Source: an optimization exercise on an open RTL-to-GDS flow (aim: small area, a short achievable clock period and few clock cycles per item). Production flows keep margins and buffers that such runs may drop. RTL that was checked went through simulation tests only; none was proved equivalent to the original. For runs 1, 2 and 5, only the layout was checked, not whether the RTL still works. Power figures rest on the tool's default switching activity, not on a simulated workload.

--- flow/config.mk ---
export PLATFORM = sky130hd
export DESIGN_NAME = Procesador
export DESIGN_NICKNAME = Procesador
export VERILOG_FILES = /design/flow/design.v
export SDC_FILE = /design/flow/constraint.sdc
export NUM_CORES = 4
export LEC_CHECK = 0
export CAP_MARGIN = 20
export CORE_MARGIN = 2
export CORE_UTILIZATION = 40
export SLEW_MARGIN = 20
--- flow/constraint.sdc ---
create_clock -name core_clock -period 12.0 [get_ports {clk}]
set_input_delay 2.4000 -clock core_clock [delete_from_list [all_inputs] [get_ports {clk}]]
set_output_delay 2.4000 -clock core_clock [all_outputs]
set_load 0.01 [all_outputs]
--- flow/design.v ---
module Procesador(input  logic        clk, rst,
                  input  logic [31:0] imem_rdata,
                  input  logic [6:0]  dmem_rdata,
                  output logic [31:0] imem_addr,
                  output logic [31:0] dmem_addr,
                  output logic        dmem_we,
                  output logic [6:0]  dmem_wdata,
                  output logic        txtE,
                  output logic [31:0] SrcBE);
  logic [31:0] pc;
  logic        vD;
  logic [31:0] ir;
  logic [31:0] opA, opB;
  logic [6:0]  sdE;
  logic [3:0]  rdE;
  logic        wbE, ldE, stE, txE, cmpE, brE, mulE, lslE;
  logic [1:0]  condE;    
  logic        fSub, fAnd, fOr, fSh, fMov;
  logic        fwdLA, fwdLB, fwdLS;    
  logic        mIter;
  logic        mg0, mg1;               
  logic [31:0] resM;
  logic [6:0]  sdM;
  logic [3:0]  rdM;
  logic        wbM, ldM, stM, txM;
  logic        flagN, flagZ;
  logic [31:0] rf [1:14];
  assign imem_addr  = pc;
  assign dmem_addr  = resM;
  assign dmem_we    = stM;
  assign dmem_wdata = sdM;
  assign txtE       = txM;
  assign SrcBE      = resM;
  wire [31:0] ldata = {{25{dmem_rdata[6]}}, dmem_rdata};
  wire [31:0] wdata = ldM ? ldata : resM;
  always_ff @(posedge clk) begin
    for (int i = 1; i <= 14; i++)
      if (rst) rf[i] <= 32'b0;
      else if (wbM && rdM == 4'(i)) rf[i] <= wdata;
  end
  logic [31:0] rfx [0:15];
  always_comb begin
    rfx[0]  = 32'b0;
    rfx[15] = 32'b0;
    for (int i = 1; i <= 14; i++) rfx[i] = rf[i];
  end
  function automatic logic [31:0] rdreg(input logic [3:0] a);
    rdreg = rfx[a];
    if (wbM && !ldM && rdM == a) rdreg = resM;
    if (a == 4'd0) rdreg = 32'b0;
  endfunction
  function automatic logic [31:0] add_ks(input logic [31:0] a, input logic [31:0] b, input logic ci);
    logic [31:0] g, p, gg, pp, gn, pn;
    g = a & b;
    p = a ^ b;
    gg = g;
    pp = p;
    gg[0] = g[0] | (p[0] & ci);
    for (int l = 0; l < 5; l++) begin
      gn = gg;
      pn = pp;
      for (int i = (1 << l); i < 32; i++) begin
        gn[i] = gg[i] | (pp[i] & gg[i - (1 << l)]);
        pn[i] = pp[i] & pp[i - (1 << l)];
      end
      gg = gn;
      pp = pn;
    end
    add_ks = p ^ {gg[30:0], ci};
  endfunction
  wire [1:0]  op    = ir[31:30];
  wire [3:0]  rd    = ir[29:26];
  wire [3:0]  rn    = ir[25:22];
  wire [3:0]  rm    = ir[21:18];
  wire [16:0] imm   = ir[21:5];
  wire        iflg  = ir[4];
  wire [3:0]  fn    = ir[3:0];
  wire [1:0]  cond  = ir[4:3];
  wire [31:0] immx  = {{15{imm[16]}}, imm};
  wire isAlu = (op == 2'b00);
  wire isLdr = (op == 2'b01);
  wire isStx = (op == 2'b10) && (fn == 4'hF);
  wire isStr = (op == 2'b10) && (fn != 4'hF);
  wire isBr  = (op == 2'b11);
  wire aMov  = isAlu && fn == 4'h8;
  wire aCmp  = isAlu && fn == 4'h9;
  wire aSub  = isAlu && (fn == 4'h1 || fn == 4'h9);
  wire aMul  = isAlu && fn == 4'h2;
  wire aAnd  = isAlu && fn == 4'h4;
  wire aOr   = isAlu && fn == 4'h5;
  wire aLsl  = isAlu && fn == 4'h6;
  wire aLsr  = isAlu && fn == 4'h7;
  wire [3:0] ra2   = (op == 2'b10) ? rd : rm;
  wire usesA = ((isAlu && !aMov) || isLdr || isStr) && rn != 4'hF;
  wire usesB = ((isAlu || isLdr) && !iflg) || isStx;
  wire usesS = isStr;
  wire useImm = ((isAlu || isLdr) && iflg) || isStr;
  wire [31:0] rv1 = rdreg(rn);
  wire [31:0] rv2 = rdreg(ra2);
  wire ldb1 = wbM && ldM && rdM == rn && rn != 4'd0;
  wire ldb2 = wbM && ldM && rdM == ra2 && ra2 != 4'd0;
  wire [17:0] immm1 = {imm[16], imm} - 18'd1;
  wire [31:0] tgtD = add_ks(pc, isBr ? {{14{immm1[17]}}, immm1} : 32'hFFFFFFFF, 1'b0);
  function automatic logic condok(input logic [1:0] c, input logic n, input logic z);
    case (c)
      2'b00: condok = 1'b1;
      2'b01: condok = z;
      2'b10: condok = !n && !z;
      default: condok = n;
    endcase
  endfunction
  logic mulDone, busyE, takenE;
  logic nE, zE;
  wire logicOp = aAnd || aOr || aMov || isStx;
  wire ldDepA  = ldE && usesA && rn == rdE;
  wire ldDepB  = ldE && usesB && ra2 == rdE;
  wire ldDepS  = ldE && usesS && rd == rdE;
  wire loaduse = (ldDepA || ldDepB) && !logicOp;
  wire stallD  = busyE || loaduse;
  wire advD    = vD && !stallD && !takenE;
  wire brKnown = (cond == 2'b00) || !cmpE;
  wire takenD  = advD && isBr && brKnown && condok(cond, flagN, flagZ) && imm != 17'd1;
  always_ff @(posedge clk, posedge rst) begin
    if (rst) begin
      pc <= 32'b0;
      vD <= 1'b0;
    end else begin
      if (takenE)      pc <= opA;
      else if (takenD) pc <= tgtD;
      else if (!stallD) pc <= pc + 32'd1;
      if (takenE || takenD) vD <= 1'b0;
      else if (!stallD)     vD <= 1'b1;
    end
  end
  always_ff @(posedge clk) begin
    if (!stallD) begin
      ir  <= imem_rdata;
    end
  end
  wire mFirst = mulE && !mIter;
  wire lslSet = mFirst && lslE;           
  wire [31:0] acc = mIter ? resM : 32'b0;
  wire [31:0] pa0 = opA & {32{mg0}};
  wire [31:0] pa1 = {opA[30:0], 1'b0} & {32{mg1}};
  wire [31:0] cs_s = acc ^ pa0 ^ pa1;
  wire [31:0] cs_c = {((acc & pa0) | (acc & pa1) | (pa0 & pa1)), 1'b0};
  wire [31:0] addX = mulE ? cs_s : opA;
  wire [31:0] addY = mulE ? cs_c[31:0] : (opB ^ {32{fSub}});
  wire [31:0] sum  = add_ks(addX, addY, fSub);
  wire [31:0] sho  = (|opB[31:5]) ? 32'b0 : (opA >> opB[4:0]);
  wire [31:0] pow2 = (|opB[31:5]) ? 32'b0 : (32'b1 << opB[4:0]);
  wire [31:0] la = fwdLA ? ldata : opA;
  wire [31:0] lb = fwdLB ? ldata : opB;
  wire [31:0] resE = fMov ? lb :
                     fAnd ? (la & lb) :
                     fOr  ? (la | lb) :
                     fSh  ? sho : sum;
  assign mulDone = !lslSet && (opB[31:2] == 30'b0);
  assign busyE   = mulE && !mulDone;
  assign takenE  = brE && condok(condE, flagN, flagZ);
  assign nE = sum[31];
  assign zE = (opA == opB);
  always_ff @(posedge clk, posedge rst) begin
    if (rst) begin
      {wbE, ldE, stE, txE, cmpE, brE, mulE, lslE, mIter} <= '0;
      flagN <= 1'b0;
      flagZ <= 1'b0;
    end else begin
      if (cmpE) begin
        flagN <= nE;
        flagZ <= zE;
      end
      mIter <= busyE;
      if (!busyE) begin
        if (advD) begin
          wbE  <= (isAlu && !aCmp) || isLdr;
          ldE  <= isLdr;
          stE  <= isStr;
          txE  <= isStx;
          cmpE <= aCmp;
          brE  <= isBr && !brKnown;
          mulE <= aMul || aLsl;
          lslE <= aLsl;
        end else begin
          {wbE, ldE, stE, txE, cmpE, brE, mulE, lslE} <= '0;
        end
      end
    end
  end
  wire fwdA = wbE && !ldE && usesA && rn == rdE;
  wire fwdB = wbE && !ldE && usesB && ra2 == rdE;
  wire fwdS = wbE && !ldE && usesS && rd == rdE;
  wire aE = fwdA;
  wire aT = !fwdA && (isBr || rn == 4'hF);
  wire aL = !fwdA && !(isBr || rn == 4'hF) && ldb1;
  wire aR = !fwdA && !(isBr || rn == 4'hF) && !ldb1;
  wire bI = useImm;
  wire bE = !useImm && fwdB;
  wire bL = !useImm && !fwdB && ldb2;
  wire bR = !useImm && !fwdB && !ldb2;
  wire sE = fwdS;
  wire sL = !fwdS && ldb2;
  wire sR = !fwdS && !ldb2;
  wire [31:0] opAD = ({32{aE}} & resE) | ({32{aT}} & tgtD) | ({32{aL}} & ldata) | ({32{aR}} & rv1);
  wire [31:0] opBD = ({32{bE}} & resE) | ({32{bI}} & immx) | ({32{bL}} & ldata) | ({32{bR}} & rv2);
  wire [6:0]  sdD  = ({7{sE}} & resE[6:0]) | ({7{sL}} & dmem_rdata) | ({7{sR}} & rv2[6:0]);
  always_ff @(posedge clk) begin
    if (busyE) begin
      if (lslSet) begin
        opB <= pow2;
        mg0 <= pow2[0];
        mg1 <= pow2[1];
      end else begin
        opA <= opA << 2;
        opB <= opB >> 2;
        mg0 <= opB[2];
        mg1 <= opB[3];
      end
    end else begin
      mg0 <= aMul && opBD[0];
      mg1 <= aMul && opBD[1];
      opA <= opAD;
      opB <= opBD;
      sdE <= sdD;
      rdE <= rd;
      condE <= cond;
      fSub  <= aSub;
      fAnd  <= aAnd;
      fOr   <= aOr;
      fSh   <= aLsr;
      fMov  <= aMov || isStx;
      fwdLA <= ldDepA;
      fwdLB <= ldDepB;
      fwdLS <= ldDepS;
    end
  end
  always_ff @(posedge clk, posedge rst) begin
    if (rst) begin
      {wbM, ldM, stM, txM} <= '0;
    end else if (busyE) begin
      {wbM, ldM, stM, txM} <= '0;
    end else begin
      wbM <= wbE;
      ldM <= ldE;
      stM <= stE;
      txM <= txE;
    end
  end
  always_ff @(posedge clk) begin
    resM <= resE;
    sdM  <= fwdLS ? dmem_rdata : sdE;
    rdM  <= rdE;
  end
endmodule
--- flow/flow/run.sh ---
#!/bin/bash
bash standard.sh SETUP_SLACK_MARGIN=8 finish > standard.log 2>&1
--- flow/standard.sh ---
#!/bin/bash
# synth_recipe.tcl (not shown) runs the flow's synth.tcl, then flattens the netlist and writes it again
# the make line also repeats each setting of config.mk as NAME=value (left out here)
make -C /OpenROAD-flow-scripts/flow DESIGN_CONFIG=/design/flow/config.mk WORK_HOME=/design/flow/orfs CLKGATE_MAP_FILE= SYNTH_SCRIPT=/design/flow/synth_recipe.tcl "${@:-finish}"
==> results.py, run 1 <==
metrics = {
    "sta": {
        "fin_ws_ns": 7.514,
        "tns_ns": 0,
        "period_share_pct": 37.38,
        "finClkSkew_ns": 0.04791,
        "final_max_slew_viol_count": 0,
        "hold_viol": 0,
        "worst_slew_pin_slew_ns": 1.257,
        "rsz0062_at_grt": "true",
        "final-setup-viol-count": 0,
        "slew_headroom_pct": 15.28,
        "fin_crit_ns": 4.486,
        "fmax_mhz": 222.9,
    },
    "worst_setup_path": {
        "r2r-start": "ir[9]",
        "crit_path_cell_trace": "or4_4, nor3_4, buf_4, nand4_1, xor2_1, nand2_1, ha_4, a21oi_1, o211ai_1, a41o_1, nand4_1, a21oi_4, o21a_4, a221o_1, o21ai_4, a31oi_1",
        "critPathKind": "reg -> reg",
        "cp_slowest_cell": "or4_4",
        "crit_path_end_kind": "flip-flop",
        "cp_data_required_time_ns": 12.41,
        "cp_common_cell": "nand4_1",
        "critical_path.startpoint": "ir[9]",
        "critical_path_arrival_ns": 4.90,
        "worstSetupStartpointType": "flip-flop",
        "reg2reg_depth": 16,
        "max_stage_delay_ns": 0.58,
        "critPathMaxFanout": 6,
    },
    "worst_hold_path": {
        "worstHoldStart": "stE",
        "hold_depth": 2,
        "hold_class": "reg -> reg",
    },
    "global_routing": {
        "gr-usage-all-layers_pct": 37.82,
        "grt_max_degree": 215,
        "grt_pass1_vias": 40750,
        "antenna_found_initial": 13,
        "busiest_layer": "met2",
        "grt_first_pass_wirelength_um": 291400,
        "use_met1_pct": 46.03,
        "grtUsageMet3_pct": 11.66,
        "grt.met2_usage_pct": 55.81,
        "overflow": 0,
    },
    "cells_and_area": {
        "drive_gt1_share_pct": 20.80,
        "final_core_util_pct": 49.72,
        "num-fill-cells": 9655,
        "seq_area_um2": 14430,
        "syn2layout_area_growth_pct": 23.39,
        "multi_input_area_um2": 26870,
        "fin_nets": 5102,
    },
    "cts": {
        "insertion_delay_ns": 0.69,
        "ctsHtreeMaxLevel": 3,
        "clockRootBuffer": "clkbuf_16",
        "clockBufferDepth": 3,
        "cts_tree": "built",
        "cts_sinks": 658,
        "cts.clk_slew.worst_paths_ns": 0.07,
        "cts_inserted_buffers": 76,
    },
    "outcome": {
        "status": "finished clean",
    },
    "job": {
        "max-cap-violations": 0,
    },
    "place": {
        "io_buffers": 145,
        "detailedPlace.worstSlack_ns": 6.376,
        "dpl.hpwl_um": 123500,
        "routabilityCongestion": 1.015,
    },
    "yosys": {
        "synth_edf_count": 85,
        "synth-seq-area-share_pct": 34.84,
        "synth_area_leaders": "dfxtp_1 (26%), a211oi_1 (8.7%), edfxtp_1 (6.2%)",
        "synth_top_area_share_pct": 25.67,
        "synth.distinct_cells": 90,
        "synth_cells": 4894,
        "ys.flop_type": "dfxtp_1",
        "syn_avg_cell_area_um2": 8.365,
        "synth_seq_cells": 658,
        "yosys_warnings": 3,
        "synth_nets": 5035,
        "netlist.top_cell.by_area": "dfxtp_1",
        "ys_async_sr_fraction_pct": 7.295,
        "syn-cell-area_um2": 40940,
    },
    "drt": {
        "drtAntennaViolNets": 0,
        "drc": 0,
        "viasPerCell": 6.826,
        "dr.pass1.iters": 10,
        "drt_iter0_markers": 6608,
        "wl_per_cell_um": 32.10,
        "finalWirelength_um": 205600,
        "route.vias.total": 43710,
    },
    "floorplan": {
        "die_h_um": 323.9,
        "fp.dieArea_um2": 104900,
        "die_x_um": 323.9,
        "ios": 146,
        "rows": 117,
        "start_util_pct": 40.30,
        "core-area_um2": 101600,
    },
    "pwr": {
        "vdd_drop_max_mv": 0.2275,
        "p_per_area_nw_per_um2": 339.1,
        "p_leak_nw": 17.47,
    },
}
## cell usage in the layout (no fill, tap or decap), drive strengths merged, types with 85 or more instances in the layout
| cell | n |
|---|---|
| xnor2 | 99 |
| clkbuf | 111 |
| buf | 370 |
| o21ai | 206 |
| and2 | 121 |
| nor2 | 664 |
| a211oi | 474 |
| a21oi | 231 |
| nand2 | 303 |
| edfxtp | 85 |
| nand3 | 101 |
| dfxtp | 525 |
| a22oi | 201 |
| nand4 | 87 |
| a221oi | 149 |
| a22o | 86 |
## worst max-delay path, delay by kind of cell, from the launching register on
family / cells / cell delay [ns]
DFF: 1 / 0.40
buffers and inverters: 1 / 0.19
adders and majority gates: 1 / 0.30
xor gates and xnor gates: 1 / 0.18
AOI/OAI and AO/OA: 8 / 1.85
and+or+nand+nor: 5 / 1.30
## sequential cells by signal, indices dropped and copies added, names as in the netlist, 2 cells and up
| signal | cells |
|---|---|
| rdM | 4 |
| sdE | 7 |
| sdM | 7 |
| opA | 32 |
| rf | 448 |
| condE | 2 |
| resM | 32 |
| opB | 32 |
| pc | 32 |
| ir | 32 |
| rdE | 4 |
## cells in the mapped netlist (all sizes together), types with 46 or more instances
library cell / count
mux2: 56
a22o: 86
and2: 121
xnor2: 99
nor3: 54
buf: 82
ha: 67
xor2: 54
a211oi: 474
nand2b: 49
dfrtp: 48
a221oi: 149
a21o: 48
a222oi: 51
inv: 46
o21ai: 206
nor2: 664
a21oi: 231
edfxtp: 85
nand2: 303
a22oi: 201
nand3: 101
clkbuf: 447
dfxtp: 525
nand4: 87
## logic make-up (layout without fill, tap and decap cells)
family,Yosys count,count (layout),share of synthesized area (%)
AOI/OAI and AO/OA,1739,1739,30.69
other,0,12,0
DFF,658,658,34.84
xor gates and xnor gates,153,153,3.273
muxes,131,131,4.321
and+or+nand+nor,1537,1537,17.55
buffers and inverters,576,706,5.666
adders and majority gates,100,100,3.661
## per-stage QoR
| step | hold slack [ns] | cell area [um^2] | std cells | power [W] |
|---|---|---|---|---|
| after detailed placement | 0.4619 | 43280 | 5999 | 0.01162 |
| after global placement | 0.4546 | 43240 | 5998 | 0.01157 |
| after floorplan | 0.4206 | 40970 | 4894 | 0.008244 |
| final | 0.4743 | 50510 | 6404 | 0.01713 |
| after global routing | 0.4993 | 50480 | 6392 | 0.01753 |
| after CTS | 0.4762 | 48960 | 6334 | 0.01557 |
## worst paths after layout
path / endpoint / slack [ns]
max: opA[31] / 7.51
min: stE / 0.47
max reg2reg: opA[31] / 7.51
min reg2reg: stE / 0.47
max in group asynchronous: pc[21] / 9.05
min in group asynchronous: mIter / 2.40
## metal layers
metal / wire length (um) / vias to the layer above
li1: - / 18630
met4: 18390 / 14
met1: 74900 / 21010
met3: 25230 / 963
met2: 86960 / 3098
met5: 99 / -
## where the power goes
part | switching, W | internal, W | total (W)
Clock | 0.00105 | 0.00141 | 0.00247
Combinational | 0.00682 | 0.00426 | 0.0111
Sequential | 0.000808 | 0.00277 | 0.00358
Total | 0.00868 | 0.00844 | 0.0171
## repair_timing
| action | in CTS | in global routing |
|---|---|---|
| cloned | 4 | 0 |
| hold buffers | 0 | 0 |
| setup buffers | 190 | 53 |
| resized for setup | 484 | 204 |
| endpoints found under the setup margin | 625 | 133 |
| pin swaps | 81 | 135 |
## area by class of cell
type                            instances  area share (%)
Antenna cell                           12         0.05945
Multi-Input combinational cell       3660           53.20
Inverter                               47          0.3567
Sequential cell                       658           28.56
Clock inverter                         35          0.9115
Timing Repair Buffer                  518           9.241
Tap cell                             1368           3.388
Clock buffer                          106           4.288
==> run 2, diff against run 1 <==
==> flow/flow/run.sh (replaced) <==
#!/bin/bash
bash standard.sh SETUP_SLACK_MARGIN=8 MATCH_CELL_FOOTPRINT=0 \
  "BUFFER_PORTS_ARGS=-buffer_cell sky130_fd_sc_hd__buf_4" finish > standard.log 2>&1
==> results.py, run 2 <==
metrics = {
    "worst_setup_path": {
        "worstSetupStartpointType": "flip-flop",
        "cp_data_required_time_ns": 12.42,
        "critPathMaxFanout": 5,
        "critical_path.top_delay_family": "compound AO/OA/AOI/OAI gates",
        "max_stage_delay_ns": 0.71,
        "worst-path-buf-inv": 2,
        "r2r-end": "opA[26]",
        "ff2ff_setup_slack_ns": 7.62,
        "r2r-start": "ir[15]",
        "critical_path_arrival_ns": 4.80,
        "crit_path_end_kind": "flip-flop",
        "crit_path_cell_trace": "nor4_2, nand2_1, o211ai_1, ha_2, buf_6, a21oi_2, o21ai_2, a21oi_1, nor2b_1, a311o_2, a21oi_4, xor2_4, buf_12, o221ai_2, o22a_1",
        "critPathKind": "reg -> reg",
        "cp_slowest_cell": "nor4_2",
        "reg2reg_depth": 15,
    },
    "sta": {
        "holdWs_ns": 0.4715,
        "fmax_mhz": 228.2,
        "period_share_pct": 36.51,
        "fin_crit_ns": 4.381,
        "worst_slew_pin_slew_ns": 1.205,
        "rsz0062_at_grt": "true",
        "final-setup-viol-count": 0,
        "finClkSkew_ns": 0.05006,
        "final_max_slew_viol_count": 0,
        "slew_headroom_pct": 19.67,
        "hold_viol": 0,
        "tns_ns": 0,
    },
    "global_routing": {
        "gr-usage-all-layers_pct": 38.48,
        "grt_max_degree": 218,
        "antenna_found_initial": 19,
        "grt_pass1_vias": 40150,
        "overflow": 0,
        "grt_first_pass_wirelength_um": 294300,
    },
    "pwr": {
        "p_per_area_nw_per_um2": 343.4,
        "p_total_w": 0.01700,
        "p_leak_nw": 17.14,
        "vdd_drop_max_mv": 0.1618,
    },
    "cts": {
        "insertion_delay_ns": 0.68,
        "cts.clk_slew.worst_paths_ns": 0.06,
        "clockRootBuffer": "clkbuf_16",
        "clockBufferDepth": 3,
        "holdBufCountCts": 0,
        "ctsHtreeMaxLevel": 3,
        "cts_sinks": 658,
        "cts_inserted_buffers": 77,
        "cts_tree": "built",
    },
    "yosys": {
        "synth_cells": 4894,
        "ys_top_cells_by_count": "nor2_1 (663), dfxtp_1 (525), a211oi_1 (474), clkbuf_1 (447), nand2_1 (303)",
        "synth_edf_count": 85,
        "synth_area_leaders": "dfxtp_1 (26%), a211oi_1 (8.7%), edfxtp_1 (6.2%)",
        "syn-cell-area_um2": 40940,
        "yosysMostFrequentCell": "nor2_1",
        "netlist.top_cell.by_area": "dfxtp_1",
        "ys.flop_type": "dfxtp_1",
        "synth_nets": 5035,
        "syn_avg_cell_area_um2": 8.365,
        "synth.distinct_cells": 90,
        "synth-seq-area-share_pct": 34.84,
        "yosys_warnings": 3,
        "synth_top_area_share_pct": 25.67,
        "synth_seq_cells": 658,
        "ys_async_sr_fraction_pct": 7.295,
    },
    "cells_and_area": {
        "largest_register_ffs": 448,
        "drive_gt1_share_pct": 21.54,
        "syn2layout_area_growth_pct": 20.93,
        "final_common_cell": "nor2_1",
        "final_cell_mix": "nor2_1 (640), dfxtp_1 (502), a211oi_1 (460)",
        "largest_register": "rf",
        "fin_nets": 5032,
    },
    "worst_hold_path": {
        "hold_depth": 1,
        "worstHoldEndpoint": "sdM[1]",
        "hold_class": "reg -> reg",
        "worstHoldStart": "sdE[1]",
    },
    "drt": {
        "drt_iter0_markers": 7313,
        "drtAntennaViolNets": 0,
        "finalWirelength_um": 209800,
        "wl_per_cell_um": 33.21,
        "route.vias.total": 43680,
        "drc": 0,
        "dr.pass1.iters": 7,
        "viasPerCell": 6.915,
    },
    "floorplan": {
        "die_x_um": 323.9,
        "fp.dieArea_um2": 104900,
        "die_h_um": 323.9,
        "start_util_pct": 40.30,
        "ios": 146,
        "core-area_um2": 101600,
        "rows": 117,
    },
    "place": {
        "routabilityCongestion": 1.055,
        "io_buffers": 145,
        "dpl.hpwl_um": 128700,
    },
    "outcome": {
        "status": "finished clean",
    },
    "job": {
        "max-cap-violations": 0,
    },
}
[run 2: final cells by class]
cell class,instances,area [um^2]
antenna,4,10.01
clock buffer,106,2186
clock inverter,27,356.6
fill,9681,52090
inverter,47,190.2
multi-input combinational,3660,26940
sequential,658,14310
tap,1368,1712
timing repair buffer,447,3800
[run 2: routing by layer]
metal / vias up / wire length, um / GRT usage [%]
met5: - / 74 / 0
met4: 12 / 18330 / 26.73
met3: 984 / 26420 / 11.46
met2: 3320 / 88770 / 57.46
met1: 20870 / 76190 / 47.47
li1: 18500 / - / -
[run 2: power breakdown]
| group | internal (W) | switching, W | leakage, nW |
|---|---|---|---|
| registers | 0.00274 | 0.00105 | 5.71 |
| clock network | 0.00142 | 0.00101 | 1.25 |
| logic | 0.00413 | 0.00665 | 10.2 |
[run 2: worst max-delay path by stage]
stage                  startpoint  endpoint  slack, ns  cells after the start
floorplan           dmem_rdata[6]   opA[26]       7.82                     10
global route               ir[10]   opA[31]       7.45                     16
CTS                         ir[9]   opA[31]       7.74                     15
detailed placement          ir[9]   opA[26]       6.85                     15
global placement            mIter    pc[14]       6.78                     13
finish                     ir[15]   opA[26]       7.62                     15
[run 2: cells by family (layout without fill, tap and decap cells)]
| logic type | after synthesis | count (layout) | synth area share, % |
|---|---|---|---|
| other | 0 | 4 | 0 |
| AO/OA/AOI/OAI | 1739 | 1739 | 30.69 |
| adder cells (fa/ha/maj) | 100 | 100 | 3.661 |
| AND/OR/NAND/NOR | 1537 | 1537 | 17.55 |
| multiplexers | 131 | 131 | 4.321 |
| buffers and inverters | 576 | 627 | 5.666 |
| flip-flops | 658 | 658 | 34.84 |
| XOR/XNOR | 153 | 153 | 3.273 |
[run 2: timing repair]
item                       CTS  global route
resized for setup          285           233
pin swaps                   97           120
setup endpoints to repair  197           105
gates cloned                 1             2
buffers inserted           100            66
[run 2: per-stage QoR]
step	setup WS, ns	instances	util, %	cell area (um^2)
global route	7.450	6313	48.72	49500
detailed placement	6.846	6011	42.30	42980
global placement	6.782	6011	42.29	42970
CTS	7.739	6245	46.98	47730
finish	7.619	6317	48.73	49510
floorplan	7.815	4894	-	40970
==> run 3, diff against run 2 <==
--- a/flow/design.v
+++ b/flow/design.v
@@ -18,7 +18,7 @@
   logic        fSub, fAnd, fOr, fSh, fMov;
   logic        fwdLA, fwdLB, fwdLS;    
   logic        mIter;
-  logic        mg0, mg1;               
+  logic        mOne, mTwo, mNeg, mCo;
   logic [31:0] resM;
   logic [6:0]  sdM;
   logic [3:0]  rdM;
@@ -99,8 +99,8 @@
   wire [31:0] rv2 = rdreg(ra2);
   wire ldb1 = wbM && ldM && rdM == rn && rn != 4'd0;
   wire ldb2 = wbM && ldM && rdM == ra2 && ra2 != 4'd0;
-  wire [17:0] immm1 = {imm[16], imm} - 18'd1;
-  wire [31:0] tgtD = add_ks(pc, isBr ? {{14{immm1[17]}}, immm1} : 32'hFFFFFFFF, 1'b0);
+  wire [31:0] tgtK = immx & {32{isBr}};
+  wire [31:0] tgtD = add_ks(~(pc ^ tgtK), {pc[30:0] | tgtK[30:0], 1'b0}, 1'b0);
   function automatic logic condok(input logic [1:0] c, input logic n, input logic z);
     case (c)
       2'b00: condok = 1'b1;
@@ -139,14 +139,22 @@
   end
   wire mFirst = mulE && !mIter;
   wire lslSet = mFirst && lslE;           
-  wire [31:0] acc = mIter ? resM : 32'b0;
-  wire [31:0] pa0 = opA & {32{mg0}};
-  wire [31:0] pa1 = {opA[30:0], 1'b0} & {32{mg1}};
-  wire [31:0] cs_s = acc ^ pa0 ^ pa1;
-  wire [31:0] cs_c = {((acc & pa0) | (acc & pa1) | (pa0 & pa1)), 1'b0};
-  wire [31:0] addX = mulE ? cs_s : opA;
-  wire [31:0] addY = mulE ? cs_c[31:0] : (opB ^ {32{fSub}});
-  wire [31:0] sum  = add_ks(addX, addY, fSub);
+  wire [31:0] addX = mulE ? (resM & {32{mIter}}) : opA;
+  wire [31:0] addY = mulE ? (((opA & {32{mOne}}) | ({opA[30:0], 1'b0} & {32{mTwo}})) ^ {32{mNeg}})
+                          : (opB ^ {32{fSub}});
+  wire [31:0] sum  = add_ks(addX, addY, fSub | mNeg);
+  function automatic logic [3:0] mdigit(input logic [1:0] pr, input logic ci);
+    case ({pr, ci})
+      3'b000: mdigit = 4'b0000;
+      3'b001: mdigit = 4'b1000;    
+      3'b010: mdigit = 4'b1000;    
+      3'b011: mdigit = 4'b0100;    
+      3'b100: mdigit = 4'b0100;    
+      3'b101: mdigit = 4'b1011;    
+      3'b110: mdigit = 4'b1011;    
+      default: mdigit = 4'b0001;   
+    endcase
+  endfunction
   wire [31:0] sho  = (|opB[31:5]) ? 32'b0 : (opA >> opB[4:0]);
   wire [31:0] pow2 = (|opB[31:5]) ? 32'b0 : (32'b1 << opB[4:0]);
   wire [31:0] la = fwdLA ? ldata : opA;
@@ -155,7 +163,7 @@
                      fAnd ? (la & lb) :
                      fOr  ? (la | lb) :
                      fSh  ? sho : sum;
-  assign mulDone = !lslSet && (opB[31:2] == 30'b0);
+  assign mulDone = !lslSet && !mCo && (opB[31:2] == 30'b0);
   assign busyE   = mulE && !mulDone;
   assign takenE  = brE && condok(condE, flagN, flagZ);
   assign nE = sum[31];
@@ -208,17 +216,14 @@
     if (busyE) begin
       if (lslSet) begin
         opB <= pow2;
-        mg0 <= pow2[0];
-        mg1 <= pow2[1];
+        {mOne, mTwo, mNeg, mCo} <= mdigit(pow2[1:0], 1'b0);
       end else begin
         opA <= opA << 2;
         opB <= opB >> 2;
-        mg0 <= opB[2];
-        mg1 <= opB[3];
-      end
-    end else begin
-      mg0 <= aMul && opBD[0];
-      mg1 <= aMul && opBD[1];
+        {mOne, mTwo, mNeg, mCo} <= mdigit(opB[3:2], mCo);
+      end
+    end else begin
+      {mOne, mTwo, mNeg, mCo} <= aMul ? mdigit(opBD[1:0], 1'b0) : 4'b0000;
       opA <= opAD;
       opB <= opBD;
       sdE <= sdD;
--- a/flow/config.mk
+++ b/flow/config.mk
@@ -8,4 +8,5 @@
 export CAP_MARGIN = 20
 export CORE_MARGIN = 2
 export CORE_UTILIZATION = 40
+export CTS_BUF_LIST = sky130_fd_sc_hd__clkbuf_4 sky130_fd_sc_hd__clkbuf_8
 export SLEW_MARGIN = 20
==> results.py, run 3 <==
metrics = {
    "worst_setup_path": {
        "critPathMaxFanout": 32,
        "ff2ff_setup_slack_ns": 7.66,
        "critical_path_arrival_ns": 4.99,
        "worstSetupStartpointType": "flip-flop",
        "crit_path_end_kind": "flip-flop",
        "cp_data_required_time_ns": 12.65,
        "r2r-end": "opA[3]",
        "critPathKind": "reg -> reg",
        "r2r-start": "fAnd",
        "reg2reg_depth": 7,
    },
    "drt": {
        "finalWirelength_um": 202000,
        "dr.pass1.iters": 10,
        "drc": 0,
        "wl_per_cell_um": 31.47,
        "drt_iter0_markers": 7641,
        "viasPerCell": 6.866,
        "drtAntennaViolNets": 0,
        "route.vias.total": 44090,
    },
    "floorplan": {
        "fp.dieArea_um2": 104800,
        "core-area_um2": 101600,
        "rows": 117,
        "die_x_um": 323.7,
        "start_util_pct": 40.25,
        "die_h_um": 323.7,
        "ios": 146,
    },
    "place": {
        "place_area_um2": 42870,
        "detailedPlace.worstSlack_ns": 6.341,
        "dpl.hpwl_um": 125400,
        "io_buffers": 145,
        "routabilityCongestion": 1.056,
    },
    "yosys": {
        "yosys_warnings": 3,
        "synth-seq-area-share_pct": 34.98,
        "ys.flop_type": "dfxtp_1",
        "syn_avg_cell_area_um2": 8.279,
        "synth_seq_cells": 660,
        "synth_nets": 5075,
        "synth_cells": 4939,
        "ys_async_sr_fraction_pct": 7.273,
        "netlist.top_cell.by_area": "dfxtp_1",
        "synth.distinct_cells": 98,
        "synth_edf_count": 85,
        "synth_top_area_share_pct": 25.80,
        "ys_top_cells_by_count": "nor2_1 (655), dfxtp_1 (527), a211oi_1 (479), clkbuf_1 (396), nand2_1 (304)",
        "synth_area_leaders": "dfxtp_1 (26%), a211oi_1 (8.8%), edfxtp_1 (6.2%)",
        "yosysMostFrequentCell": "nor2_1",
        "syn-cell-area_um2": 40890,
    },
    "cells_and_area": {
        "largest_register": "rf",
        "largest_register_ffs": 448,
        "final_cell_mix": "nor2_1 (638), dfxtp_1 (498), a211oi_1 (471)",
        "final_common_cell": "nor2_1",
        "drive_gt1_share_pct": 19.83,
        "syn2layout_area_growth_pct": 17.24,
        "fin_nets": 5105,
        "fin_area_um2": 47940,
    },
    "job": {
        "max-cap-violations": 0,
    },
    "sta": {
        "period_share_pct": 36.18,
        "fin_ws_ns": 7.659,
        "fin_crit_ns": 4.341,
        "final-setup-viol-count": 0,
        "tns_ns": 0,
        "finClkSkew_ns": 0.06408,
        "holdWs_ns": 0.4843,
        "rsz0062_at_grt": "true",
        "worst_slew_pin_slew_ns": 1.268,
        "final_max_slew_viol_count": 0,
        "slew_headroom_pct": 14.57,
        "fmax_mhz": 230.3,
        "hold_viol": 0,
    },
    "cts": {
        "cts_sinks": 660,
        "clockRootBuffer": "clkbuf_8",
        "holdBufCountCts": 0,
        "cts.clk_slew.worst_paths_ns": 0.06,
        "insertion_delay_ns": 0.81,
        "clockBufferDepth": 3,
        "ctsHtreeMaxLevel": 3,
        "cts_inserted_buffers": 112,
        "cts_tree": "built",
    },
    "global_routing": {
        "overflow": 0,
        "gr-usage-all-layers_pct": 36.73,
        "grt_max_degree": 182,
        "antenna_found_initial": 8,
        "grt_pass1_vias": 39400,
        "grt_first_pass_wirelength_um": 282500,
    },
    "pwr": {
        "p_leak_nw": 17.10,
        "vdd_drop_max_mv": 0.1539,
        "p_per_area_nw_per_um2": 348.4,
    },
    "worst_hold_path": {
        "worstHoldStart": "stE",
        "hold_class": "reg -> reg",
        "worstHoldEndpoint": "stE",
        "hold_depth": 2,
    },
    "outcome": {
        "status": "finished clean",
    },
}
[run 3: cell count changes after synthesis, moves of 28 or more]
cell,before,now
a22o_1,86,124
xor2_1,54,98
nand3_1,101,73
mux2_2,56,20
a22oi_1,201,160
inv_1,44,158
clkbuf_1,447,396
and2_1,121,30
a21oi_1,230,276
fa_1,33,3
a221oi_1,149,178
[run 3: per-stage QoR]
stage                     util (%)  cells  power (W)
final                        47.19   6421    0.01670
after global routing         47.18   6417    0.01714
after CTS                    45.55   6309    0.01512
after detailed placement     42.20   6053    0.01234
after global placement       42.18   6051    0.01234
after floorplan                  -   4939   0.008890
[run 3: kinds of logic after synthesis]
kind of cell	after synthesis	share of synthesized area, %
compound gates	1848	32.68
xor+xnor	173	3.706
fa+ha+maj	95	2.962
buf+inv	689	6.879
flops	660	34.98
mux	96	3.482
simple gates	1378	15.31
[run 3: repair_timing]
| action | CTS | global route |
|---|---|---|
| endpoints found under the setup margin | 318 | 168 |
| cloned | 7 | 5 |
| pin swaps | 36 | 85 |
| setup buffers | 56 | 98 |
| gates resized for setup | 139 | 180 |
[run 3: where the power goes]
part / internal [W] / total, W / switching (W)
logic: 0.00391 / 0.0109 / 0.00697
clock network: 0.00120 / 0.00221 / 0.00101
registers: 0.00277 / 0.00361 / 0.000843
total: 0.00787 / 0.0167 / 0.00883
[run 3: worst max path at each step]
| stage | slack (ns) | cells past startpoint | endpoint | from |
|---|---|---|---|---|
| CTS | 7.98 | 13 | opA[20] | ir[20] |
| floorplan | 7.99 | 9 | opA[27] | dmem_rdata[6] |
| detailed placement | 6.34 | 12 | pc[31] | mulE |
| finish | 7.66 | 7 | opA[3] | fAnd |
| global route | 7.74 | 16 | opA[23] | fSub |
| global placement | 6.46 | 12 | pc[31] | mulE |
[run 3: per-layer routing]
layer | global-route usage [%] | up-vias | wire length, um
met5 | 0 | - | 44
met4 | 25.65 | 8 | 18020
met3 | 10.41 | 957 | 26380
met2 | 53.76 | 3460 | 83360
met1 | 46.49 | 20880 | 74240
li1 | - | 18790 | -
[run 3: layout make-up]
| cell class | instances | area [um^2] |
|---|---|---|
| multi-input combinational | 3593 | 25200 |
| inverter | 164 | 629.4 |
| sequential | 660 | 14350 |
| tap | 1368 | 1712 |
| clock inverter | 21 | 259.0 |
| fill | 9953 | 53660 |
| antenna | 5 | 12.51 |
| clock buffer | 172 | 2136 |
| timing repair buffer | 438 | 3640 |
[run 3: critical path, stage by stage, from the launching register on]
cell and delay (ns):
edfxtp_1 0.33, buf_4 0.50, clkinv_1 0.78, nand3_1 0.86, a221oi_1 0.19, a221oi_1 1.02
a21oi_1 0.29, a21oi_1 0.18
Testbench counts of run 3, summed over its fixed seeds: cycles 422,347, samples 12,800.
==> run 4, diff against run 3 <==
--- a/flow/config.mk
+++ b/flow/config.mk
@@ -8,5 +8,4 @@
 export CAP_MARGIN = 20
 export CORE_MARGIN = 2
 export CORE_UTILIZATION = 40
-export CTS_BUF_LIST = sky130_fd_sc_hd__clkbuf_4 sky130_fd_sc_hd__clkbuf_8
 export SLEW_MARGIN = 20
==> results.py, run 4 <==
metrics = {
    "place": {
        "detailedPlace.worstSlack_ns": 6.341,
        "dpl.hpwl_um": 125400,
        "routabilityCongestion": 1.056,
        "io_buffers": 145,
    },
    "yosys": {
        "yosys_warnings": 3,
        "netlist.top_cell.by_area": "dfxtp_1",
        "synth_nets": 5075,
        "ys_async_sr_fraction_pct": 7.273,
        "synth.distinct_cells": 98,
        "synth_top_area_share_pct": 25.80,
        "synth_seq_cells": 660,
        "syn-cell-area_um2": 40890,
        "yosysMostFrequentCell": "nor2_1",
        "synth_area_leaders": "dfxtp_1 (26%), a211oi_1 (8.8%), edfxtp_1 (6.2%)",
        "synth_cells": 4939,
        "ys_top_cells_by_count": "nor2_1 (655), dfxtp_1 (527), a211oi_1 (479), clkbuf_1 (396), nand2_1 (304)",
        "ys.flop_type": "dfxtp_1",
        "synth-seq-area-share_pct": 34.98,
        "syn_avg_cell_area_um2": 8.279,
        "synth_edf_count": 85,
    },
    "worst_setup_path": {
        "critPathMaxFanout": 30,
        "critical_path_arrival_ns": 4.68,
        "critPathKind": "reg -> reg",
        "crit_path_end_kind": "flip-flop",
        "worstSetupStartpointType": "flip-flop",
        "r2r-end": "opA[23]",
        "r2r-start": "opB[3]",
        "reg2reg_depth": 8,
        "ff2ff_setup_slack_ns": 7.80,
        "cp_data_required_time_ns": 12.48,
    },
    "cells_and_area": {
        "fin_nets": 5028,
        "final_cell_mix": "nor2_1 (641), dfxtp_1 (515), a211oi_1 (469)",
        "final_common_cell": "nor2_1",
        "largest_register": "rf",
        "syn2layout_area_growth_pct": 16.76,
        "drive_gt1_share_pct": 17.42,
        "largest_register_ffs": 448,
    },
    "sta": {
        "final-setup-viol-count": 0,
        "fmax_mhz": 238.0,
        "finClkSkew_ns": 0.04970,
        "rsz0062_at_grt": "true",
        "slew_headroom_pct": 20.32,
        "fin_crit_ns": 4.202,
        "final_max_slew_viol_count": 0,
        "fin_ws_ns": 7.798,
        "tns_ns": 0,
        "hold_viol": 0,
        "worst_slew_pin_slew_ns": 1.195,
        "period_share_pct": 35.02,
        "holdWs_ns": 0.4707,
    },
    "floorplan": {
        "fp.dieArea_um2": 104800,
        "start_util_pct": 40.25,
        "rows": 117,
        "die_x_um": 323.7,
        "core-area_um2": 101600,
        "ios": 146,
        "die_h_um": 323.7,
    },
    "worst_hold_path": {
        "worstHoldEndpoint": "rdM[3]",
        "hold_depth": 0,
        "hold_class": "reg -> reg",
        "worstHoldStart": "rdE[3]",
    },
    "global_routing": {
        "overflow": 0,
        "gr-usage-all-layers_pct": 36.88,
        "antenna_found_initial": 9,
        "grt_first_pass_wirelength_um": 283400,
        "grt_pass1_vias": 39310,
        "grt_max_degree": 182,
    },
    "pwr": {
        "pwr-share-clk_pct": 14.8,
        "p_int_w": 0.007963,
        "vdd_drop_max_mv": 0.1754,
        "p_sw_w": 0.008725,
        "pwr-share-comb_pct": 63.6,
        "p_per_area_nw_per_um2": 349.5,
        "swShare_pct": 52.28,
        "pwr-share-seq_pct": 21.6,
        "p_leak_nw": 16.91,
    },
    "cts": {
        "holdBufCountCts": 0,
        "ctsHtreeMaxLevel": 3,
        "cts_tree": "built",
        "clockBufferDepth": 3,
        "cts.clk_slew.worst_paths_ns": 0.06,
        "cts_inserted_buffers": 75,
        "insertion_delay_ns": 0.68,
        "cts_sinks": 660,
        "clockRootBuffer": "clkbuf_16",
    },
    "outcome": {
        "status": "finished clean",
    },
    "drt": {
        "route.vias.total": 43380,
        "finalWirelength_um": 200300,
        "drtAntennaViolNets": 0,
        "wl_per_cell_um": 31.64,
        "dr.pass1.iters": 7,
        "viasPerCell": 6.854,
        "drc": 0,
        "drt_iter0_markers": 7932,
    },
    "job": {
        "max-cap-violations": 0,
    },
}
## run 4: power by group through the flow
stage | Sequential (W) | Clock [W] | Combinational (W)
floorplan | 0.00315 | 0 | 0.00574
global placement | 0.00365 | 0 | 0.00869
detailed placement | 0.00366 | 0 | 0.00869
CTS | 0.00354 | 0.00248 | 0.00938
global route | 0.00360 | 0.00257 | 0.0110
finish | 0.00360 | 0.00247 | 0.0106
## run 4: worst max path at each step
| stage | from | end |
|---|---|---|
| 5_1_grt | mulE | opA[26] |
| 2_1_floorplan | dmem_rdata[6] | opA[27] |
| 3_5_place_dp | mulE | pc[31] |
| 4_1_cts | dmem_rdata[6] | opA[19] |
| 6_report | opB[3] | opA[23] |
| 3_3_place_gp | mulE | pc[31] |
## run 4: what timing repair did
item	in CTS	in global routing
setup buffers	59	58
pin swaps	32	61
resized for setup	133	140
endpoints found under the setup margin	284	176
gates cloned	8	2
## run 4: cell families (layout without fill, tap and decap cells)
kind of cell	Yosys count	after routing	share of synthesized area [%]
XOR/XNOR	173	173	3.706
flip-flops	660	660	34.98
adder cells (fa/ha/maj)	95	95	2.962
AO/OA/AOI/OAI	1848	1848	32.68
other	0	7	0
buffers and inverters	689	702	6.879
multiplexers	96	96	3.482
AND/OR/NAND/NOR	1378	1380	15.31
## run 4: worst max-delay path, cell delays in order (launching register included)
cell and delay (ns):
dfxtp_1 0.54, buf_4 0.47, inv_1 0.08, buf_4 0.25, nor2_1 0.92, a21oi_1 0.27
o31ai_1 0.74, o211ai_1 0.41, a22oi_1 0.30
## run 4: metal layers
layer  vias up  part of all wire [%]  GRT usage (%)
li1      18650                     -              -
met5         -                 0.033              0
met1     20470                    37          46.58
met4        10                   8.3          25.39
met3       929                    13          10.61
met2      3315                    42          54.16
## run 4: final cells by class
type                            count  area (um^2)
Clock buffer                      112         2227
Inverter                          164        629.4
Tap cell                         1368         1712
Fill cell                        9897        53850
Clock inverter                     27        395.4
Sequential cell                   660        14320
Timing Repair Buffer              399         3354
Multi-Input combinational cell   3592        25090
Antenna cell                        7        17.52
## run 4: through the flow
step	power, W	utilization, %	std cells	cell area [um^2]
final	0.01669	46.99	6329	47740
after floorplan	0.008890	-	4939	40970
after detailed placement	0.01234	42.20	6053	42870
after CTS	0.01540	45.89	6259	46620
after global routing	0.01716	46.98	6322	47730
after global placement	0.01234	42.18	6051	42850
==> run 5, diff against run 4 <==
--- a/flow/design.v
+++ b/flow/design.v
@@ -19,6 +19,9 @@
   logic        fwdLA, fwdLB, fwdLS;    
   logic        mIter;
   logic        mOne, mTwo, mNeg, mCo;
+  logic        selX, selYp, selYn;
+  logic [3:0]  sh1, sh2;
+  logic        sh3n;
   logic [31:0] resM;
   logic [6:0]  sdM;
   logic [3:0]  rdM;
@@ -139,9 +142,9 @@
   end
   wire mFirst = mulE && !mIter;
   wire lslSet = mFirst && lslE;           
-  wire [31:0] addX = mulE ? (resM & {32{mIter}}) : opA;
-  wire [31:0] addY = mulE ? (((opA & {32{mOne}}) | ({opA[30:0], 1'b0} & {32{mTwo}})) ^ {32{mNeg}})
-                          : (opB ^ {32{fSub}});
+  wire [31:0] mrow = ((opA & {32{mOne}}) | ({opA[30:0], 1'b0} & {32{mTwo}})) ^ {32{mNeg}};
+  wire [31:0] addX = (opA & {32{selX}}) | (resM & {32{mIter}});
+  wire [31:0] addY = (opB & {32{selYp}}) | (~opB & {32{selYn}}) | mrow;
   wire [31:0] sum  = add_ks(addX, addY, fSub | mNeg);
   function automatic logic [3:0] mdigit(input logic [1:0] pr, input logic ci);
     case ({pr, ci})
@@ -155,7 +158,11 @@
       default: mdigit = 4'b0001;   
     endcase
   endfunction
-  wire [31:0] sho  = (|opB[31:5]) ? 32'b0 : (opA >> opB[4:0]);
+  wire [31:0] sht1 = ({32{sh1[0]}} & opA) | ({32{sh1[1]}} & (opA >> 1)) |
+                     ({32{sh1[2]}} & (opA >> 2)) | ({32{sh1[3]}} & (opA >> 3));
+  wire [31:0] sht2 = ({32{sh2[0]}} & sht1) | ({32{sh2[1]}} & (sht1 >> 4)) |
+                     ({32{sh2[2]}} & (sht1 >> 8)) | ({32{sh2[3]}} & (sht1 >> 12));
+  wire [31:0] sho  = (|opB[31:5]) ? 32'b0 : (sh3n ? sht2 : (sht2 >> 16));
   wire [31:0] pow2 = (|opB[31:5]) ? 32'b0 : (32'b1 << opB[4:0]);
   wire [31:0] la = fwdLA ? ldata : opA;
   wire [31:0] lb = fwdLB ? ldata : opB;
@@ -224,6 +231,14 @@
       end
     end else begin
       {mOne, mTwo, mNeg, mCo} <= aMul ? mdigit(opBD[1:0], 1'b0) : 4'b0000;
+      selX  <= !(aMul || aLsl);
+      selYp <= !(aMul || aLsl) && !aSub;
+      selYn <= !(aMul || aLsl) && aSub;
+      for (int i = 0; i < 4; i++) begin
+        sh1[i] <= (opBD[1:0] == 2'(i));
+        sh2[i] <= (opBD[3:2] == 2'(i));
+      end
+      sh3n <= !opBD[4];
       opA <= opAD;
       opB <= opBD;
       sdE <= sdD;
==> results.py, run 5 <==
metrics = {
    "global_routing": {
        "grt_first_pass_wirelength_um": 291600,
        "gr-usage-all-layers_pct": 37.93,
        "antenna_found_initial": 7,
        "grt_max_degree": 133,
        "overflow": 0,
        "grt_pass1_vias": 40050,
    },
    "yosys": {
        "syn_avg_cell_area_um2": 8.282,
        "ys.flop_type": "dfxtp_1",
        "yosys_warnings": 3,
        "netlist.top_cell.by_area": "dfxtp_1",
        "synth.distinct_cells": 97,
        "synth-seq-area-share_pct": 35.75,
        "synth_top_area_share_pct": 25.72,
        "synth_edf_count": 97,
        "ys_async_sr_fraction_pct": 7.143,
        "syn-cell-area_um2": 41020,
        "synth_cells": 4953,
        "synth_area_leaders": "dfxtp_1 (26%), a211oi_1 (8.8%), edfxtp_1 (7.1%)",
        "synth_seq_cells": 672,
        "synth_nets": 5089,
        "ys_top_cells_by_count": "nor2_1 (629), dfxtp_1 (527), a211oi_1 (482), clkbuf_1 (433), a22oi_1 (346)",
        "yosysMostFrequentCell": "nor2_1",
    },
    "cts": {
        "insertion_delay_ns": 0.68,
        "holdBufCountCts": 0,
        "ctsHtreeMaxLevel": 3,
        "clockRootBuffer": "clkbuf_16",
        "cts_tree": "built",
        "cts_sinks": 672,
        "cts.clk_slew.worst_paths_ns": 0.06,
        "cts_inserted_buffers": 79,
        "clockBufferDepth": 3,
    },
    "sta": {
        "fin_crit_ns": 4.023,
        "finClkSkew_ns": 0.03892,
        "final_max_slew_viol_count": 0,
        "fmax_mhz": 248.6,
        "worst_slew_pin_slew_ns": 1.160,
        "final-setup-viol-count": 0,
        "hold_viol": 0,
        "period_share_pct": 33.52,
        "slew_headroom_pct": 22.67,
        "rsz0062_at_grt": "true",
        "tns_ns": 0,
    },
    "cells_and_area": {
        "fin_nets": 5005,
        "num-fill-cells": 9988,
        "multi_input_area_um2": 24810,
        "largest_register_ffs": 448,
        "largest_register": "rf",
        "syn2layout_area_growth_pct": 15.53,
        "final_common_cell": "nor2_1",
        "seq_area_um2": 14700,
        "drive_gt1_share_pct": 15.45,
        "final_core_util_pct": 46.58,
        "final_cell_mix": "nor2_1 (619), dfxtp_1 (505), a211oi_1 (471)",
    },
    "pwr": {
        "p_sw_w": 0.009104,
        "swShare_pct": 53.88,
        "p_leak_nw": 16.64,
        "pwr-share-clk_pct": 14.8,
        "pwr-share-comb_pct": 62.2,
        "p_per_area_nw_per_um2": 356.5,
        "p_int_w": 0.007793,
        "vdd_drop_max_mv": 0.2406,
        "pwr-share-seq_pct": 23.0,
    },
    "floorplan": {
        "rows": 117,
        "core-area_um2": 101700,
        "fp.dieArea_um2": 105100,
        "die_x_um": 324.2,
        "die_h_um": 324.2,
        "start_util_pct": 40.32,
        "ios": 146,
    },
    "worst_setup_path": {
        "critical_path.startpoint": "ir[31]",
        "critPathMaxFanout": 24,
        "max_stage_delay_ns": 0.75,
        "critPathKind": "reg -> reg",
        "cp_data_required_time_ns": 12.59,
        "r2r-start": "ir[31]",
        "worstSetupStartpointType": "flip-flop",
        "crit_path_cell_trace": "nor2b_2, buf_6, o21ai_1, buf_4, and2_1, buf_4, a221oi_1, o21ai_0, o22ai_1, o21ai_0, a21oi_1, a21oi_1",
        "cp_slowest_cell": "o21ai_0",
        "critical_path.top_delay_family": "compound AO/OA/AOI/OAI gates",
        "worst-path-buf-inv": 3,
        "critical_path_arrival_ns": 4.61,
        "crit_path_end_kind": "flip-flop",
    },
    "drt": {
        "drt_iter0_markers": 7326,
        "wl_per_cell_um": 32.64,
        "finalWirelength_um": 205800,
        "drtAntennaViolNets": 0,
        "dr.pass1.iters": 9,
        "drc": 0,
        "viasPerCell": 6.915,
        "route.vias.total": 43600,
    },
    "worst_hold_path": {
        "hold_class": "reg -> reg",
        "worstHoldStart": "sdE[5]",
    },
    "place": {
        "io_buffers": 145,
        "routabilityCongestion": 1.037,
        "dpl.hpwl_um": 130500,
    },
    "outcome": {
        "status": "finished clean",
    },
    "job": {
        "max-cap-violations": 0,
    },
}
==> run 5: cell count changes in the layout (fill, tap and decap cells not counted), moves of 23 or more <==
| cell | delta |
|---|---|
| mux2i_1 | +28 |
| buf_4 | -23 |
| a22oi_1 | +189 |
| a222oi_1 | -28 |
| mux4_2 | -34 |
| nand2_1 | -41 |
| nand3_1 | +29 |
| a221oi_1 | -24 |
| xor2_1 | -31 |
| a21oi_1 | -30 |
| o21ai_0 | -46 |
==> run 5: layout make-up <==
type                    instances  area share (%)
diodes                          4         0.02112
clock buffers                 115           4.905
clock inverters                30          0.6997
inverters                     164           1.325
multi-input cells            3591           52.34
flip-flops and latches        672           31.02
well taps                    1368           3.612
repair buffers                361           6.075
==> run 5: what timing repair did <==
item / CTS / global route
endpoints found under the setup margin: 303 / 158
pin swaps: 22 / 36
setup buffers: 52 / 33
resized for setup: 115 / 96
cloned: 4 / 0
==> run 5: kinds of logic after synthesis <==
logic type,after synthesis,share of synthesized area (%)
AND/OR/NAND/NOR,1365,15.26
flip-flops,672,35.75
buffers and inverters,692,6.768
AO/OA/AOI/OAI,1900,34.05
multiplexers,85,2.156
XOR/XNOR,144,3.074
adder cells (fa/ha/maj),95,2.952
==> run 5: final timing paths <==
kind	cells after the start	slack [ns]	to
max	12	7.98	opB[18]
min	1	0.47	sdM[5]
max reg2reg	12	7.98	opB[18]
min reg2reg	1	0.47	sdM[5]
max in group asynchronous	3	9.08	pc[26]
min in group asynchronous	3	2.31	flagN
==> run 5: per-layer routing <==
layer / GRT usage, % / vias up / routed length [um]
li1: - / 18670 / -
met1: 47.70 / 20680 / 77090
met2: 56.02 / 3340 / 86660
met3: 10.72 / 908 / 25320
met4: 26.37 / 4 / 16730
met5: 0 / - / 24
==> run 5: stage by stage <==
step	setup WS, ns	total power (W)	cells	hold WS, ns	cell area, um^2
5_1_grt	7.888	0.01734	6301	0.5022	47380
4_1_cts	7.970	0.01579	6266	0.4745	46580
2_1_floorplan	8.001	0.008981	4953	0.4206	41030
3_3_place_gp	6.614	0.01279	6064	0.4561	42950
3_5_place_dp	6.592	0.01276	6065	0.4608	42970
6_report	7.977	0.01690	6305	0.4723	47390
==> run 5: power by group through the flow <==
stage | Clock [W] | Sequential (W) | Combinational, W
3_5_place_dp | 0 | 0.00397 | 0.00879
3_3_place_gp | 0 | 0.00396 | 0.00882
5_1_grt | 0.00260 | 0.00385 | 0.0109
6_report | 0.00250 | 0.00388 | 0.0105
4_1_cts | 0.00250 | 0.00382 | 0.00946
2_1_floorplan | 0 | 0.00323 | 0.00575
==> run 6, diff against run 5 <==
--- a/flow/design.v
+++ b/flow/design.v
@@ -36,10 +36,10 @@
   assign SrcBE      = resM;
   wire [31:0] ldata = {{25{dmem_rdata[6]}}, dmem_rdata};
   wire [31:0] wdata = ldM ? ldata : resM;
+  wire [31:0] wdr = wdata & {32{!rst}};
   always_ff @(posedge clk) begin
     for (int i = 1; i <= 14; i++)
-      if (rst) rf[i] <= 32'b0;
-      else if (wbM && rdM == 4'(i)) rf[i] <= wdata;
+      if (rst || (wbM && rdM == 4'(i))) rf[i] <= wdr;
   end
   logic [31:0] rfx [0:15];
   always_comb begin
==> results.py, run 6 <==
metrics = {
    "cells_and_area": {
        "fin_area_um2": 47330,
        "final_core_util_pct": 47.33,
        "final_common_cell": "edfxtp_1",
        "largest_register": "rf",
        "largest_register_ffs": 448,
        "drive_gt1_share_pct": 17.78,
        "syn2layout_area_growth_pct": 17.40,
        "fin_nets": 4221,
        "final_cell_mix": "edfxtp_1 (545), buf_4 (352), nand2_1 (350)",
        "layoutNonFillerInstCount": 5449,
    },
    "floorplan": {
        "start_util_pct": 40.32,
        "die_h_um": 321.5,
        "fp.dieArea_um2": 103300,
        "die_x_um": 321.5,
        "ios": 146,
        "rows": 116,
        "core-area_um2": 100000,
    },
    "place": {
        "place_area_um2": 42820,
        "detailedPlace.worstSlack_ns": 6.859,
        "dp_cells": 5210,
        "io_buffers": 145,
        "dpl.hpwl_um": 125900,
        "routabilityCongestion": 1.013,
    },
    "worst_setup_path": {
        "reg2reg_depth": 13,
        "critPathKind": "reg -> out",
        "crit_path_end_kind": "output port",
        "r2r-start": "ir[31]",
        "cp_slowest_cell": "dfxtp_1",
        "cp_data_required_time_ns": 9.60,
        "worstSetupStartpointType": "flip-flop",
        "worst-path-buf-inv": 1,
        "ff2ff_setup_slack_ns": 8.02,
        "crit_path_cell_trace": "buf_4",
        "critical_path.top_delay_family": "flip-flops",
        "critPathMaxFanout": 6,
        "r2r-end": "sh1[0]",
        "max_stage_delay_ns": 0.72,
        "path_depth": 1,
        "critical_path_arrival_ns": 1.63,
    },
    "yosys": {
        "synth_area_leaders": "edfxtp_1 (41%), a22oi_1 (6.5%), dfxtp_1 (3.9%)",
        "synth-adder-area-share_pct": 3.004,
        "ys_async_sr_fraction_pct": 7.143,
        "syn_avg_cell_area_um2": 10.06,
        "yosysMostFrequentCell": "edfxtp_1",
        "ys.flop_type": "edfxtp_1",
        "synth_cells": 4006,
        "synth_top_family_by_area": "compound AO/OA/AOI/OAI gates",
        "ys_top_cells_by_count": "edfxtp_1 (545), nand2_1 (360), a22oi_1 (347), clkbuf_1 (273), a21oi_1 (239)",
        "yosys_warnings": 3,
        "synth.distinct_cells": 97,
        "synth_nets": 4142,
        "synth_top_area_share_pct": 40.59,
        "synth_compound_area_share_pct": 26.81,
        "synth_edf_count": 545,
        "synth-seq-area-share_pct": 47.50,
        "synth_xor_area_share_pct": 2.976,
        "synthSimpleGateAreaFrac_pct": 12.20,
        "synth_seq_cells": 672,
        "synthMuxAreaShare_pct": 2.132,
        "netlist.top_cell.by_area": "edfxtp_1",
        "syn-cell-area_um2": 40320,
    },
    "worst_hold_path": {
        "hold_depth": 1,
        "worstHoldStart": "sdE[5]",
        "hold_class": "reg -> reg",
        "worstHoldEndpoint": "sdM[5]",
    },
    "global_routing": {
        "grt_pass1_vias": 35920,
        "grt_max_degree": 63,
        "antenna_found_initial": 6,
        "grt_first_pass_wirelength_um": 269800,
        "gr-usage-all-layers_pct": 36.24,
        "overflow": 0,
    },
    "sta": {
        "tns_ns": 0,
        "fmax_mhz": 248.3,
        "finClkSkew_ns": 0.06352,
        "final-setup-viol-count": 0,
        "hold_viol": 0,
        "fin_ws_ns": 7.972,
        "period_share_pct": 33.56,
        "final_max_slew_viol_count": 0,
        "fin_crit_ns": 4.028,
        "slew_headroom_pct": 22.28,
        "rsz0062_at_grt": "true",
        "worst_slew_pin_slew_ns": 1.154,
    },
    "pwr": {
        "swShare_pct": 51.44,
        "vdd_drop_max_mv": 0.1893,
        "p_leak_nw": 17.63,
        "p_int_w": 0.008600,
        "pwr-share-comb_pct": 60.3,
        "pwr-share-seq_pct": 25.6,
        "p_per_area_nw_per_um2": 374.2,
        "p_sw_w": 0.009110,
        "pwr-share-clk_pct": 14.1,
    },
    "drt": {
        "wl_per_cell_um": 35.49,
        "route.vias.total": 38630,
        "drtAntennaViolNets": 0,
        "dr.pass1.iters": 9,
        "drc": 0,
        "viasPerCell": 7.089,
        "drt_iter0_markers": 6729,
        "finalWirelength_um": 193400,
    },
    "cts": {
        "clockRootBuffer": "clkbuf_16",
        "holdBufCountCts": 0,
        "insertion_delay_ns": 0.70,
        "clockBufferDepth": 3,
        "cts.clk_slew.worst_paths_ns": 0.06,
        "cts_inserted_buffers": 74,
        "ctsHtreeMaxLevel": 3,
        "cts_sinks": 672,
        "cts_tree": "built",
    },
    "outcome": {
        "status": "finished clean",
    },
    "job": {
        "max-cap-violations": 0,
    },
}
## run 6: changes by cell type after synthesis, sizes merged, moves of 18 or more
| cell | delta |
|---|---|
| a211oi | -455 |
| a21boi | +25 |
| dfxtp | -448 |
| a22o | -18 |
| nand2 | +98 |
| edfxtp | +448 |
| and3 | -23 |
| clkbuf | -160 |
| nor2 | -426 |
## run 6: cell type report
type,count,area (um^2)
tap,1298,1624
clock buffer,80,1874
inverter,148,560.5
timing repair buffer,382,3092
sequential,672,19170
fill,9179,52670
clock inverter,57,772.0
multi-input combinational,2807,20230
antenna,5,12.51
## run 6: how the worst max path moves through the flow
stage             from         to  slack [ns]
6_report       resM[4]   SrcBE[4]        7.97
5_1_grt         ir[30]    opA[18]        7.93
4_1_cts          selYp    opA[28]        8.00
3_5_place_dp      mNeg    opA[28]        6.86
3_3_place_gp      mNeg    opA[28]        6.94
2_1_floorplan      rst  rf[10][0]        7.88
## run 6: metal layers
| metal | share of wire, % | vias to the layer above | track usage, % |
|---|---|---|---|
| met4 | 8.0 | 6 | 24.24 |
| met5 | 0.026 | - | 0 |
| met2 | 43 | 3201 | 54.68 |
| met1 | 36 | 18790 | 45.64 |
| met3 | 13 | 817 | 9.507 |
| li1 | - | 15810 | - |
## run 6: what timing repair did
action / CTS / global route
buffers inserted: 60 / 34
setup endpoints to repair: 396 / 167
gates cloned: 2 / 0
endpoints found under the hold margin: 0 / 0
pin swaps: 15 / 27
gates resized for setup: 101 / 111
## run 6: stage by stage
stage	total power [W]	hold WS, ns
3_5_place_dp	0.01360	0.4609
2_1_floorplan	0.009664	0.4244
4_1_cts	0.01661	0.4735
3_3_place_gp	0.01360	0.4538
6_report	0.01771	0.4710
5_1_grt	0.01821	0.4932
## run 6: kinds of logic (layout without fill, tap and decap cells)
| group | Yosys count | after routing |
|---|---|---|
| mux | 82 | 82 |
| buf+inv | 527 | 667 |
| compound gates | 1482 | 1482 |
| xor+xnor | 137 | 137 |
| flops | 672 | 672 |
| fa+ha+maj | 95 | 95 |
| simple gates | 1011 | 1011 |
| other cells | 0 | 5 |
## run 6: power by group through the flow
stage	clock network [W]	logic (W)	registers, W
2_1_floorplan	0	0.00572	0.00395
3_3_place_gp	0	0.00899	0.00461
3_5_place_dp	0	0.00899	0.00461
4_1_cts	0.00250	0.00962	0.00449
5_1_grt	0.00260	0.0111	0.00455
6_report	0.00249	0.0107	0.00454
Testbench counts of run 6, summed over its fixed seeds: cycles 422,347, samples 12,800.
==> run 7, diff against run 6 <==
--- a/flow/config.mk
+++ b/flow/config.mk
@@ -8,4 +8,6 @@
 export CAP_MARGIN = 20
 export CORE_MARGIN = 2
 export CORE_UTILIZATION = 40
+export CTS_CLUSTER_DIAMETER = 100
+export CTS_CLUSTER_SIZE = 16
 export SLEW_MARGIN = 20
==> results.py, run 7 <==
metrics = {
    "outcome": {
        "status": "finished clean",
    },
    "drt": {
        "drc": 0,
        "viasPerCell": 7.101,
        "drt-met1-wl_um": 69770,
        "wl_met3_um": 24740,
        "drt_iter0_markers": 6944,
        "route.vias.total": 38300,
        "wl_per_cell_um": 35.75,
        "routed.top_layer": "met5",
    },
    "worst_hold_path": {
        "worstHoldEndpoint": "sdM[2]",
        "worstHoldStart": "sdE[2]",
        "hold_depth": 1,
        "hold_class": "reg -> reg",
    },
    "global_routing": {
        "grt_max_degree": 63,
        "overflow": 0,
        "grt_pass1_vias": 35620,
        "grt_first_pass_wirelength_um": 268100,
    },
    "cts": {
        "cts_inserted_buffers": 50,
        "cts.clk_slew.worst_paths_ns": 0.08,
        "ctsHtreeMaxLevel": 2,
        "clockBufferDepth": 3,
        "cts_sinks": 672,
        "cts_tree": "built",
    },
    "sta": {
        "holdWs_ns": 0.4742,
        "fmax_mhz": 248.6,
        "tns_ns": 0,
        "final-setup-viol-count": 0,
        "fin_crit_ns": 4.023,
        "period_share_pct": 33.52,
        "hold_viol": 0,
        "rsz0062_at_grt": "true",
        "final_max_slew_viol_count": 0,
        "fin_ws_ns": 7.977,
    },
    "cells_and_area": {
        "largest_register": "rf",
        "syn2layout_area_growth_pct": 14.30,
        "drive_gt1_share_pct": 16.69,
        "final_cell_mix": "edfxtp_1 (545), buf_4 (360), nand2_1 (349)",
        "layoutNonFillerInstCount": 5393,
        "final_core_util_pct": 46.08,
        "final_common_cell": "edfxtp_1",
        "fin_nets": 4202,
        "largest_register_ffs": 448,
    },
    "floorplan": {
        "start_util_pct": 40.32,
        "rows": 116,
        "die_h_um": 321.5,
    },
    "yosys": {
        "syn-cell-area_um2": 40320,
        "netlist.top_cell.by_area": "edfxtp_1",
        "synth_top_area_share_pct": 40.59,
        "yosys_warnings": 3,
        "yosysMostFrequentCell": "edfxtp_1",
        "synth_edf_count": 545,
        "synth_cells": 4006,
        "synth-seq-area-share_pct": 47.50,
        "ys_top_cells_by_count": "edfxtp_1 (545), nand2_1 (360), a22oi_1 (347), clkbuf_1 (273), a21oi_1 (239)",
        "synth_nets": 4142,
        "syn_avg_cell_area_um2": 10.06,
        "ys.flop_type": "edfxtp_1",
    },
    "worst_setup_path": {
        "critical_path.startpoint": "ir[30]",
        "r2r-end": "opA[13]",
        "crit_path_end_kind": "flip-flop",
        "critPathMaxFanout": 6,
        "ff2ff_setup_slack_ns": 7.98,
        "critical_path_arrival_ns": 4.45,
    },
    "job": {
        "max-cap-violations": 0,
    },
    "place": {
        "dp_cells": 5210,
        "detailedPlace.worstSlack_ns": 6.859,
        "io_buffers": 145,
        "dpl.hpwl_um": 125900,
    },
    "pwr": {
        "p_leak_nw": 17.09,
        "p_per_area_nw_per_um2": 364.4,
        "vdd_drop_max_mv": 0.1954,
    },
}
[run 7: worst max path at each step]
stage                end  slack (ns)  depth (start not counted)
2_1_floorplan  rf[10][0]        7.88                          3
3_3_place_gp     opA[28]        6.94                         14
3_5_place_dp     opA[28]        6.86                         14
4_1_cts          opA[21]        7.99                         15
5_1_grt          opA[27]        7.82                         15
6_report         opA[13]        7.98                         15
[run 7: repair_timing]
item / CTS / global route
gates resized for setup: 86 / 116
pin swaps: 12 / 25
setup endpoints to repair: 397 / 117
cloned: 0 / 3
setup buffers: 62 / 37
[run 7: logic make-up (layout without fill, tap and decap cells)]
family                   Yosys count  after routing  synth area share (%)
flip-flops                       672            672                 47.50
buffers and inverters            527            612                 5.375
other                              0              3                     0
XOR/XNOR                         137            137                 2.976
adder cells (fa/ha/maj)           95             95                 3.004
multiplexers                      82             82                 2.132
AND/OR/NAND/NOR                 1011           1012                 12.20
AO/OA/AOI/OAI                   1482           1482                 26.81
[run 7: routing by layer]
layer	global-route usage (%)	vias up
li1	-	15740
met1	45.63	18650
met2	54.54	3163
met3	9.627	741
met4	22.53	2
met5	0	-
[run 7: cell type report]
cell class / instances / area (um^2)
Clock buffer: 69 / 1323
Multi-Input combinational cell: 2808 / 20140
Sequential cell: 672 / 19170
Inverter: 148 / 560.5
Antenna cell: 3 / 7.507
Timing Repair Buffer: 386 / 3103
Fill cell: 9297 / 53920
Clock inverter: 9 / 153.9
Tap cell: 1298 / 1624
[run 7: through the flow]
step	cell area (um^2)	total power (W)
after floorplan	40420	0.009664
after global placement	42800	0.01360
after detailed placement	42820	0.01360
after CTS	45150	0.01571
after global routing	46070	0.01730
final	46080	0.01679
[run 7: worst max-delay path: stages, from the launching register on]
cell       delay [ns]
edfxtp_1         0.44
buf_4            0.15
and2_2           0.21
buf_4            0.13
nand2_1          0.05
ha_1             0.28
inv_1            0.04
ha_1             0.23
a2111oi_1        0.44
o21ai_2          0.14
a41oi_2          0.34
buf_4            0.18
nand2_1          0.05
xnor2_1          0.63
o22ai_1          0.16
o32a_1           0.30
[run 7: power breakdown]
part           total (W)  leakage [nW]  internal, W  switching [W]
registers        0.00453          6.81      0.00349        0.00104
logic             0.0106          9.58      0.00362        0.00697
clock network    0.00168         0.700     0.000783       0.000895
total             0.0168          17.1      0.00789        0.00890

Setup slack of run 7, layout unchanged: 7.977 ns with ideal ports, 7.929 ns with driving cells assumed (clock clkbuf_16, inputs buf_2), 7.323 ns with port delays also shifted by the 0.753 ns mid clock arrival.
